Context: an optimization exercise on an open-source flow, tuned for small area. The choices shown serve that exercise and are no tape-out recipe.
The RTL was checked by simulation tests, not by an equivalence proof against the original design.
No activity file was given, so power comes from the tool's default toggle rates.

==> v1 <==
// getOperand
module getOperand(
  output [31:0] operand1,
  output [31:0] operand2,
  input  [31:0] instruction, write_data,
  input         RegDst, clk, reset, extendopt, regwrite, ALUsrc
);
Settings: LEC_CHECK=0, CAP_MARGIN=20, CORE_MARGIN=2, CORE_UTILIZATION=60, SLEW_MARGIN=20, SYNTH_HIERARCHICAL=1; clock period 6.0 ns.
standard.sh (not shown) runs the stock make flow with config.mk's settings and CLKGATE_MAP_FILE= SYNTH_SCRIPT=/design/flow/synth_recipe.tcl, a recipe that flattens the netlist after the stock synthesis.
==> flow/flow/run.sh <==
#!/bin/bash
# Standard layout, with the smallest port buffers, high-fanout drivers
# upsized before placement, and a clock tree of clkbuf_8 leaf clusters
# without dummy loads. Global placement keeps none of its own repair
# changes (GPL_KEEP_OVERFLOW=0): the resize step repairs the final placement.
set -euo pipefail
bash standard.sh \
  "BUFFER_PORTS_ARGS=-buffer_cell sky130_fd_sc_hd__buf_1" \
  "PRE_GLOBAL_PLACE_TCL=$(pwd)/flow/upsize.tcl" \
  "CTS_ARGS=-sink_clustering_enable -repair_clock_nets -dont_use_dummy_load -buf_list sky130_fd_sc_hd__clkbuf_8 -sink_clustering_size 16 -sink_clustering_max_diameter 70" \
  GPL_KEEP_OVERFLOW=0 ${TARGET:-finish} > make_finish.log 2>&1
==> flow/flow/upsize.tcl <==
# Before global placement: give the high-fanout nets a driver strong enough
# for their load, so that repair does not buffer them, and return single-load
# gates that synthesis sized up to the smallest size.
set upsize_map {
  sky130_fd_sc_hd__and2_0  sky130_fd_sc_hd__and2_2
  sky130_fd_sc_hd__and2_1  sky130_fd_sc_hd__and2_2
  sky130_fd_sc_hd__a31o_1  sky130_fd_sc_hd__a31o_2
  sky130_fd_sc_hd__a21o_1  sky130_fd_sc_hd__a21o_2
}
# and single-load gates that synthesis sized up, back to the smallest size
set downsize_map {
  sky130_fd_sc_hd__a22oi_2 sky130_fd_sc_hd__a22oi_1
  sky130_fd_sc_hd__nor3_2  sky130_fd_sc_hd__nor3_1
}
set upsized 0
set downsized 0
foreach inst [[ord::get_db_block] getInsts] {
  set master [[$inst getMaster] getName]
  if {![dict exists $upsize_map $master] && ![dict exists $downsize_map $master]} continue
  set fanout 0
  foreach it [$inst getITerms] {
    if {[$it isOutputSignal] && [$it getNet] != "NULL"} {
      set fanout [expr {[llength [[$it getNet] getITerms]] - 1}]
    }
  }
  if {[dict exists $upsize_map $master] && $fanout >= 20} {
    replace_cell [$inst getName] [dict get $upsize_map $master]
    incr upsized
  } elseif {[dict exists $downsize_map $master] && $fanout == 1} {
    replace_cell [$inst getName] [dict get $downsize_map $master]
    incr downsized
  }
}
# The reset gates of the write data (nor2b: Y = !A & B_N) load reset with the
# large A input of a strong nor2b; and2b (X = !A_N & B) computes the same with
# small inputs, so rebuild each high-fanout one as an and2b_2.
set block [ord::get_db_block]
set and2b [[ord::get_db] findMaster sky130_fd_sc_hd__and2b_2]
set swapped 0
foreach inst [$block getInsts] {
  if {[[$inst getMaster] getName] ne "sky130_fd_sc_hd__nor2b_1"} continue
  set na [[$inst findITerm A] getNet]
  set nb [[$inst findITerm B_N] getNet]
  set ny [[$inst findITerm Y] getNet]
  if {$na eq "NULL" || $nb eq "NULL" || $ny eq "NULL"} continue
  if {[llength [$ny getITerms]] - 1 < 20} continue
  set name [$inst getName]
  odb::dbInst_destroy $inst
  set new [odb::dbInst_create $block $and2b $name]
  [$new findITerm A_N] connect $na
  [$new findITerm B] connect $nb
  [$new findITerm X] connect $ny
  incr swapped
}
puts "upsize.tcl: rebuilt $swapped reset gates as and2b_2"
puts "upsize.tcl: upsized $upsized high-fanout drivers, downsized $downsized gates"
==> v29 (differences from v1) <==
--- a/flow/flow/run.sh
+++ b/flow/flow/run.sh
@@ -9,3 +9,3 @@
   "PRE_GLOBAL_PLACE_TCL=$(pwd)/flow/upsize.tcl" \
-  "CTS_ARGS=-sink_clustering_enable -repair_clock_nets -dont_use_dummy_load -buf_list sky130_fd_sc_hd__clkbuf_8 -sink_clustering_size 16 -sink_clustering_max_diameter 70" \
+  "CTS_ARGS=-sink_clustering_enable -repair_clock_nets -dont_use_dummy_load -buf_list sky130_fd_sc_hd__clkbuf_8 -sink_clustering_size 15 -sink_clustering_max_diameter 80" \
   GPL_KEEP_OVERFLOW=0 ${TARGET:-finish} > make_finish.log 2>&1
--- a/flow/flow/upsize.tcl
+++ b/flow/flow/upsize.tcl
@@ -6,2 +6,3 @@
   sky130_fd_sc_hd__and2_1  sky130_fd_sc_hd__and2_2
+  sky130_fd_sc_hd__nor2b_1 sky130_fd_sc_hd__nor2b_2
   sky130_fd_sc_hd__a31o_1  sky130_fd_sc_hd__a31o_2
@@ -33,24 +34,2 @@
 }
-# The reset gates of the write data (nor2b: Y = !A & B_N) load reset with the
-# large A input of a strong nor2b; and2b (X = !A_N & B) computes the same with
-# small inputs, so rebuild each high-fanout one as an and2b_2.
-set block [ord::get_db_block]
-set and2b [[ord::get_db] findMaster sky130_fd_sc_hd__and2b_2]
-set swapped 0
-foreach inst [$block getInsts] {
-  if {[[$inst getMaster] getName] ne "sky130_fd_sc_hd__nor2b_1"} continue
-  set na [[$inst findITerm A] getNet]
-  set nb [[$inst findITerm B_N] getNet]
-  set ny [[$inst findITerm Y] getNet]
-  if {$na eq "NULL" || $nb eq "NULL" || $ny eq "NULL"} continue
-  if {[llength [$ny getITerms]] - 1 < 20} continue
-  set name [$inst getName]
-  odb::dbInst_destroy $inst
-  set new [odb::dbInst_create $block $and2b $name]
-  [$new findITerm A_N] connect $na
-  [$new findITerm B] connect $nb
-  [$new findITerm X] connect $ny
-  incr swapped
-}
-puts "upsize.tcl: rebuilt $swapped reset gates as and2b_2"
 puts "upsize.tcl: upsized $upsized high-fanout drivers, downsized $downsized gates"
==> run summary <==
Arrival time worst endpoint: v29 4.65 ns; v1 4.64 ns
Status: v29 no timing/DRC/antenna violations; v1 no timing/DRC/antenna violations
Fraction of met1 tracks used by global routing: v29 0.552; v1 0.549
Slew HR: v29 0.133; v1 0.170
Sequential share of power: v29 0.666; v1 0.672
Slowest stage cell on the critical path: v29 nor3_1; v1 buf_2
First drt pass iteration count: v29 14; v1 12
Fraction of power consumed by combinational cells: v29 0.084; v1 0.083
Power per cell area: v29 305 mW/mm2; v1 304 mW/mm2
Clock buffers: v29 76; v1 72
Dpl hpwl: v29 73.2 mm; v1 73.1 mm
Area of combinational cells with multiple inputs: v29 0.00981 mm2; v1 0.00967 mm2
Portion of total power attributed to the clock network: v29 0.249; v1 0.245
Finished Core Util: v29 0.656; v1 0.652
Static Leakage: v29 13.1 nW; v1 12.9 nW
Antenna cell count: v29 4; v1 5
Hold worst-path end: v29 Registers[2][12]; v1 Registers[28][7]
Met1 WL: v29 46.4 mm; v1 47.1 mm
Non-clock buffer contribution to total cell area: v29 0.0144; v1 0.0130
Area post-placement: v29 0.0411 mm2; v1 0.0410 mm2
Number of buffers created by CTS: v29 76; v1 72
Fraction of area in clock buffers and inverters: v29 0.0247; v1 0.0235

==> job 1400: inputs <==
==> flow/design.v <==
module rf_aoi222(input a1, a2, b1, b2, c1, c2, output y);
  assign y = ~((a1 & a2) | (b1 & b2) | (c1 & c2));
endmodule
module rf_aoi22(input a1, a2, b1, b2, output y);
  assign y = ~((a1 & a2) | (b1 & b2));
endmodule
module rf_nand2(input a, b, output y);
  assign y = ~(a & b);
endmodule
module rf_nand11(input [10:0] n, output y);
  assign y = ~&n;
endmodule
module rf_readbit(input [31:1] sel, input [31:1] d, input x1, x2, output y);
  wire [10:0] n;
  genvar g;
  generate
    for (g = 0; g < 10; g = g + 1) begin : g_aoi
      rf_aoi222 u(.a1(sel[3*g+1]), .a2(d[3*g+1]),
                  .b1(sel[3*g+2]), .b2(d[3*g+2]),
                  .c1(sel[3*g+3]), .c2(d[3*g+3]), .y(n[g]));
    end
  endgenerate
  rf_aoi22 u_last(.a1(sel[31]), .a2(d[31]), .b1(x1), .b2(x2), .y(n[10]));
  rf_nand11 u_or(.n(n), .y(y));
endmodule
module rf_readbit_a(input [31:1] sel, input [31:1] d, output y);
  wire [10:0] n;
  genvar g;
  generate
    for (g = 0; g < 10; g = g + 1) begin : g_aoi
      rf_aoi222 u(.a1(sel[3*g+1]), .a2(d[3*g+1]),
                  .b1(sel[3*g+2]), .b2(d[3*g+2]),
                  .c1(sel[3*g+3]), .c2(d[3*g+3]), .y(n[g]));
    end
  endgenerate
  rf_nand2 u_last(.a(sel[31]), .b(d[31]), .y(n[10]));
  rf_nand11 u_or(.n(n), .y(y));
endmodule
module getOperand(
  output [31:0] operand1,
  output [31:0] operand2,
  input  [31:0] instruction, write_data,
  input         RegDst, clk, reset, extendopt, regwrite, ALUsrc
);
  wire [4:0]  rs   = instruction[25:21];
  wire [4:0]  rt   = instruction[20:16];
  wire [4:0]  wreg = RegDst ? instruction[15:11] : instruction[20:16];
  wire [31:0] imm  = {{16{extendopt & instruction[15]}}, instruction[15:0]};
  wire [31:0] wdata = reset ? 32'd0 : write_data;
  reg  [31:0] Registers [1:31];
  wire [31:1] selA, selB;
  wire [31:1] col [0:31];
  genvar i, b;
  generate
    for (i = 1; i < 32; i = i + 1) begin : g_reg
      wire wen = reset | (regwrite & (wreg == i));
      always @(posedge clk)
        if (wen) Registers[i] <= wdata;
      assign selA[i] = (rs == i);
      assign selB[i] = (rt == i) & ~ALUsrc;
      for (b = 0; b < 32; b = b + 1) begin : g_col
        assign col[b][i] = Registers[i][b];
      end
    end
    for (b = 0; b < 32; b = b + 1) begin : g_bit
      rf_readbit_a u_a(.sel(selA), .d(col[b]), .y(operand1[b]));
      rf_readbit   u_b(.sel(selB), .d(col[b]), .x1(ALUsrc), .x2(imm[b]),
                       .y(operand2[b]));
    end
  endgenerate
endmodule
==> flow/run.sh <==
#!/bin/bash
# synth_recipe.tcl (not shown) runs the flow's synth.tcl, then flattens the netlist and writes it again
# the make line also repeats each setting of config.mk as NAME=value (left out here)
make -C /OpenROAD-flow-scripts/flow DESIGN_CONFIG=/design/flow/config.mk WORK_HOME=/design/flow/orfs CLKGATE_MAP_FILE= SYNTH_SCRIPT=/design/flow/synth_recipe.tcl finish
==> flow/config.mk <==
export PLATFORM = sky130hd
export DESIGN_NAME = getOperand
export DESIGN_NICKNAME = getOperand
export VERILOG_FILES = /design/flow/design.v
export SDC_FILE = /design/flow/constraint.sdc
export NUM_CORES = 4
export LEC_CHECK = 0
export CAP_MARGIN = 20
export CORE_MARGIN = 2
export CORE_UTILIZATION = 50
export SLEW_MARGIN = 20
export SYNTH_HIERARCHICAL = 1
==> flow/constraint.sdc <==
create_clock -name core_clock -period 6.0 [get_ports {clk}]
set_input_delay 1.2000 -clock core_clock [delete_from_list [all_inputs] [get_ports {clk}]]
set_output_delay 1.2000 -clock core_clock [all_outputs]
set_load 0.01 [all_outputs]
==> job 5782: changes against job 1400 <==
==> flow/design.v (replaced) <==
module rf_aoi222(input a1, a2, b1, b2, c1, c2, output y);
  assign y = ~((a1 & a2) | (b1 & b2) | (c1 & c2));
endmodule
module rf_aoi22(input a1, a2, b1, b2, output y);
  assign y = ~((a1 & a2) | (b1 & b2));
endmodule
module rf_nand2(input a, b, output y);
  assign y = ~(a & b);
endmodule
module rf_nand4(input a, b, c, d, output y);
  assign y = ~(a & b & c & d);
endmodule
module rf_nor2(input a, b, output y);
  assign y = ~(a | b);
endmodule
module rf_nor3(input a, b, c, output y);
  assign y = ~(a | b | c);
endmodule
module rf_and2(input a, b, output y);
  assign y = a & b;
endmodule
module rf_ao21(input a1, a2, b1, output y);
  assign y = (a1 & a2) | b1;
endmodule
module rf_predec2(input [1:0] a, output [3:0] y);
  assign y = 4'b0001 << a;
endmodule
module rf_predec2e(input [1:0] a, input en, output [3:0] y);
  assign y = {3'd0, en} << a;
endmodule
module rf_predec3(input [2:0] a, output [7:0] y);
  assign y = 8'b00000001 << a;
endmodule
module rf_predec3e(input [2:0] a, input en, output [7:0] y);
  assign y = {7'd0, en} << a;
endmodule
module rf_dec5(input [4:0] a, output [31:1] sel);
  wire [3:0] lo;
  wire [7:0] hi;
  rf_predec2 u_lo(.a(a[1:0]), .y(lo));
  rf_predec3 u_hi(.a(a[4:2]), .y(hi));
  genvar i;
  generate
    for (i = 1; i < 32; i = i + 1) begin : g_sel
      rf_and2 u(.a(lo[i % 4]), .b(hi[i / 4]), .y(sel[i]));
    end
  endgenerate
endmodule
module rf_dec5e(input [4:0] a, input en, output [31:1] sel);
  wire [3:0] lo;
  wire [7:0] hi;
  rf_predec2  u_lo(.a(a[1:0]), .y(lo));
  rf_predec3e u_hi(.a(a[4:2]), .en(en), .y(hi));
  genvar i;
  generate
    for (i = 1; i < 32; i = i + 1) begin : g_sel
      rf_and2 u(.a(lo[i % 4]), .b(hi[i / 4]), .y(sel[i]));
    end
  endgenerate
endmodule
module rf_wdec5(input [4:0] a, input en, input rst, output [31:1] wen);
  wire [3:0] lo;
  wire [7:0] hi;
  rf_predec2e u_lo(.a(a[1:0]), .en(en), .y(lo));
  rf_predec3  u_hi(.a(a[4:2]), .y(hi));
  genvar i;
  generate
    for (i = 1; i < 32; i = i + 1) begin : g_wen
      rf_ao21 u(.a1(lo[i % 4]), .a2(hi[i / 4]), .b1(rst), .y(wen[i]));
    end
  endgenerate
endmodule
module rf_groups(input [31:1] sel, input [31:1] d, output [9:0] n);
  genvar g;
  generate
    for (g = 0; g < 10; g = g + 1) begin : g_aoi
      rf_aoi222 u(.a1(sel[3*g+1]), .a2(d[3*g+1]),
                  .b1(sel[3*g+2]), .b2(d[3*g+2]),
                  .c1(sel[3*g+3]), .c2(d[3*g+3]), .y(n[g]));
    end
  endgenerate
endmodule
module rf_or_tree(input [9:0] n, input n10, input x, output y);
  wire x0, x1, a;
  rf_nand4 u0(.a(n[0]), .b(n[1]), .c(n[2]), .d(n[3]), .y(x0));
  rf_nand4 u1(.a(n[4]), .b(n[5]), .c(n[6]), .d(n[7]), .y(x1));
  rf_nor3  u2(.a(x0), .b(x1), .c(x), .y(a));
  rf_nand4 u3(.a(a), .b(n[8]), .c(n[9]), .d(n10), .y(y));
endmodule
module rf_or_tree2(input [9:0] n, input n10, output y);
  wire x0, x1, a;
  rf_nand4 u0(.a(n[0]), .b(n[1]), .c(n[2]), .d(n[3]), .y(x0));
  rf_nand4 u1(.a(n[4]), .b(n[5]), .c(n[6]), .d(n[7]), .y(x1));
  rf_nor2  u2(.a(x0), .b(x1), .y(a));
  rf_nand4 u3(.a(a), .b(n[8]), .c(n[9]), .d(n10), .y(y));
endmodule
module getOperand(
  output [31:0] operand1,
  output [31:0] operand2,
  input  [31:0] instruction, write_data,
  input         RegDst, clk, reset, extendopt, regwrite, ALUsrc
);
  wire [4:0]  rs   = instruction[25:21];
  wire [4:0]  rt   = instruction[20:16];
  wire [4:0]  wreg = RegDst ? instruction[15:11] : instruction[20:16];
  wire        se   = ALUsrc & extendopt & instruction[15];
  wire [31:0] wdata = reset ? 32'd0 : write_data;
  reg  [31:0] Registers [1:31];
  wire [31:1] selA, selB, wen;
  wire [31:1] col [0:31];
  rf_wdec5 u_wdec(.a(wreg), .en(regwrite), .rst(reset), .wen(wen));
  rf_dec5  u_deca(.a(rs), .sel(selA));
  rf_dec5e u_decb(.a(rt), .en(~ALUsrc), .sel(selB));
  genvar i, b;
  generate
    for (i = 1; i < 32; i = i + 1) begin : g_reg
      always @(posedge clk)
        if (wen[i]) Registers[i] <= wdata;
      for (b = 0; b < 32; b = b + 1) begin : g_col
        assign col[b][i] = Registers[i][b];
      end
    end
    for (b = 0; b < 32; b = b + 1) begin : g_bit
      wire [9:0] na, nb;
      wire       na10, nb10;
      rf_groups u_ga(.sel(selA), .d(col[b]), .n(na));
      rf_groups u_gb(.sel(selB), .d(col[b]), .n(nb));
      rf_nand2  u_la(.a(selA[31]), .b(col[b][31]), .y(na10));
      rf_or_tree2 u_oa(.n(na), .n10(na10), .y(operand1[b]));
      if (b < 16) begin : g_lo
        rf_aoi22 u_lb(.a1(selB[31]), .a2(col[b][31]), .b1(ALUsrc),
                      .b2(instruction[b]), .y(nb10));
        rf_or_tree2 u_ob(.n(nb), .n10(nb10), .y(operand2[b]));
      end else begin : g_hi
        rf_nand2 u_lb(.a(selB[31]), .b(col[b][31]), .y(nb10));
        rf_or_tree u_ob(.n(nb), .n10(nb10), .x(se), .y(operand2[b]));
      end
    end
  endgenerate
endmodule
==> flow/flow/run.sh (new file) <==
#!/bin/bash
# Standard layout, with the smallest port buffers, high-fanout drivers
# upsized before placement, and a clock tree of clkbuf_8 leaf clusters
# without dummy loads. Global placement keeps none of its own repair
# changes (GPL_KEEP_OVERFLOW=0): the resize step repairs the final placement.
set -euo pipefail
bash standard.sh \
  "BUFFER_PORTS_ARGS=-buffer_cell sky130_fd_sc_hd__buf_1" \
  "PRE_GLOBAL_PLACE_TCL=$(pwd)/flow/upsize.tcl" \
  "CTS_ARGS=-sink_clustering_enable -repair_clock_nets -dont_use_dummy_load -buf_list sky130_fd_sc_hd__clkbuf_8 -sink_clustering_size 15 -sink_clustering_max_diameter 80" \
  GPL_KEEP_OVERFLOW=0 ${TARGET:-finish} > make_finish.log 2>&1
==> flow/flow/upsize.tcl (new file) <==
# Before global placement: give the high-fanout nets a driver strong enough
# for their load, so that repair does not buffer them, and return single-load
# gates that synthesis sized up to the smallest size.
set upsize_map {
  sky130_fd_sc_hd__and2_0  sky130_fd_sc_hd__and2_2
  sky130_fd_sc_hd__and2_1  sky130_fd_sc_hd__and2_2
  sky130_fd_sc_hd__nor2b_1 sky130_fd_sc_hd__nor2b_2
  sky130_fd_sc_hd__a31o_1  sky130_fd_sc_hd__a31o_2
  sky130_fd_sc_hd__a21o_1  sky130_fd_sc_hd__a21o_2
}
# and single-load gates that synthesis sized up, back to the smallest size
set downsize_map {
  sky130_fd_sc_hd__a22oi_2 sky130_fd_sc_hd__a22oi_1
  sky130_fd_sc_hd__nor3_2  sky130_fd_sc_hd__nor3_1
}
set upsized 0
set downsized 0
foreach inst [[ord::get_db_block] getInsts] {
  set master [[$inst getMaster] getName]
  if {![dict exists $upsize_map $master] && ![dict exists $downsize_map $master]} continue
  set fanout 0
  foreach it [$inst getITerms] {
    if {[$it isOutputSignal] && [$it getNet] != "NULL"} {
      set fanout [expr {[llength [[$it getNet] getITerms]] - 1}]
    }
  }
  if {[dict exists $upsize_map $master] && $fanout >= 20} {
    replace_cell [$inst getName] [dict get $upsize_map $master]
    incr upsized
  } elseif {[dict exists $downsize_map $master] && $fanout == 1} {
    replace_cell [$inst getName] [dict get $downsize_map $master]
    incr downsized
  }
}
puts "upsize.tcl: upsized $upsized high-fanout drivers, downsized $downsized gates"
==> flow/standard.sh (new file) <==
#!/bin/bash
# synth_recipe.tcl (not shown) runs the flow's synth.tcl, then flattens the netlist and writes it again
# the make line also repeats each setting of config.mk as NAME=value (left out here)
make -C /OpenROAD-flow-scripts/flow DESIGN_CONFIG=/design/flow/config.mk WORK_HOME=/design/flow/orfs CLKGATE_MAP_FILE= SYNTH_SCRIPT=/design/flow/synth_recipe.tcl "${@:-finish}"
CAP_MARGIN = 0   (was 20)
CORE_UTILIZATION = 60   (was 50)
SLEW_MARGIN = 0   (was 20)
removed: flow/run.sh
==> job 7359: changes against job 1400 <==
==> flow/flow/run.sh (new file) <==
#!/bin/bash
# Standard layout, with the smallest port buffers and a clock tree of
# clkbuf_8 leaf clusters without dummy loads.
set -euo pipefail
bash standard.sh \
  "BUFFER_PORTS_ARGS=-buffer_cell sky130_fd_sc_hd__buf_1" \
  "CTS_ARGS=-sink_clustering_enable -repair_clock_nets -dont_use_dummy_load -buf_list sky130_fd_sc_hd__clkbuf_8 -sink_clustering_size 15 -sink_clustering_max_diameter 80" \
  finish > make_finish.log 2>&1
==> flow/standard.sh (new file) <==
#!/bin/bash
# synth_recipe.tcl (not shown) runs the flow's synth.tcl, then flattens the netlist and writes it again
# the make line also repeats each setting of config.mk as NAME=value (left out here)
make -C /OpenROAD-flow-scripts/flow DESIGN_CONFIG=/design/flow/config.mk WORK_HOME=/design/flow/orfs CLKGATE_MAP_FILE= SYNTH_SCRIPT=/design/flow/synth_recipe.tcl "${@:-finish}"
removed: flow/run.sh
==> metrics.md <==
| Metric | Value |
|---|---|
| Data-path buffer share of cell area in the final layout | 1.35% |
| Post-Syn Nets | 2193 |
| Layout violations | capacitance limit, slew limit |
| Synthesized area per cell | 18.5 sq um |
| Max-slew violation count | 92 |
| Switching fraction of total power | 24.8% |
| Slowest CP cell | and2_2 |
| Result of the run | complete, but fails checks |
| Largest stage delay on the critical path | 0.55 ns |
| Max Cap Violations | 3 |
| Detailed-route vias per instance | 8.95 |
[end of results for job 5782]
==> metrics.md <==
| Metric | Value |
|---|---|
| Synthesized area per cell | 18.4 sq um |
| Max Cap Violations | 0 |
| Result of the run | no timing/DRC/antenna violations |
| Max-slew violation count | 0 |
| Data-path buffer share of cell area in the final layout | 5.52% |
| Core Util, Final | 60.6% |
| Aggregate negative setup slack | 0 ns |
| Leading cell category by total area | registers |
| Initial antenna violation count | 3 |
| Largest stage delay on the critical path | 0.86 ns |
| Post-Syn Nets | 2219 |
| Slowest CP cell | nor2_4 |
[end of results for job 1400]
==> metrics.md <==
| Metric | Value |
|---|---|
| Result of the run | no timing/DRC/antenna violations |
| Tap Cells | 1040 |
| Data-path buffer share of cell area in the final layout | 3.31% |
| Multi-Input Combinational | 1133 |
| Final-report hold violation count | 0 |
| Largest stage delay on the critical path | 0.83 ns |
| Crit path max-delay family | simple AND/OR/NAND/NOR gates |
| TritonCTS Buffers | 76 |
| Slowest CP cell | nor2_4 |
| Switching fraction of total power | 25.0% |
| Post-Syn Nets | 2219 |
| CP Capture Type | output pin |
| Via count of the first global-routing pass | 27.0k |
| Largest power group | sequential cells |
| Worst voltage drop across the vdd grid | 0.171 mV |
| Synthesized area per cell | 18.4 sq um |
| Max-slew violation count | 0 |
[end of results for job 7359]

-- port drivers added, routing unchanged --
Ports are ideal in the flow. The routed layouts listed here were re-timed in OpenROAD. Step 1: set_driving_cell puts a clkbuf_16 on clk and a buf_2 on each other input, an assumption about the parent block. Step 2 also shifts input and output timing later by t, the mid clock arrival at the registers, as if the neighbouring blocks saw the same clock. Slacks: no drivers / after step 1 / after step 2; pairs: no drivers / after step 1.
| run | t, ns | setup slack, ns | slew at the worst register clock pin (ns) | pins driven straight from the clock port |
|---|---|---|---|---|
| v1 | 0.739 | 0.159 / 0.130 / 0.130 | 0.11 / 0.11 | 1 |
| v29 | 0.758 | 0.148 / 0.117 / 0.117 | 0.10 / 0.10 | 1 |
| job 1400 | 0.721 | 0.064 / 0.036 / 0.036 | 0.06 / 0.06 | 1 |
| job 5782 | 0.757 | 0.222 / 0.195 / 0.195 | 0.10 / 0.10 | 1 |
| job 7359 | 0.754 | 0.531 / 0.509 / 0.509 | 0.10 / 0.10 | 1 |
The setup slack of v29, which loses most, moves by -0.031 ns with the drivers and by -0.031 ns with both steps.
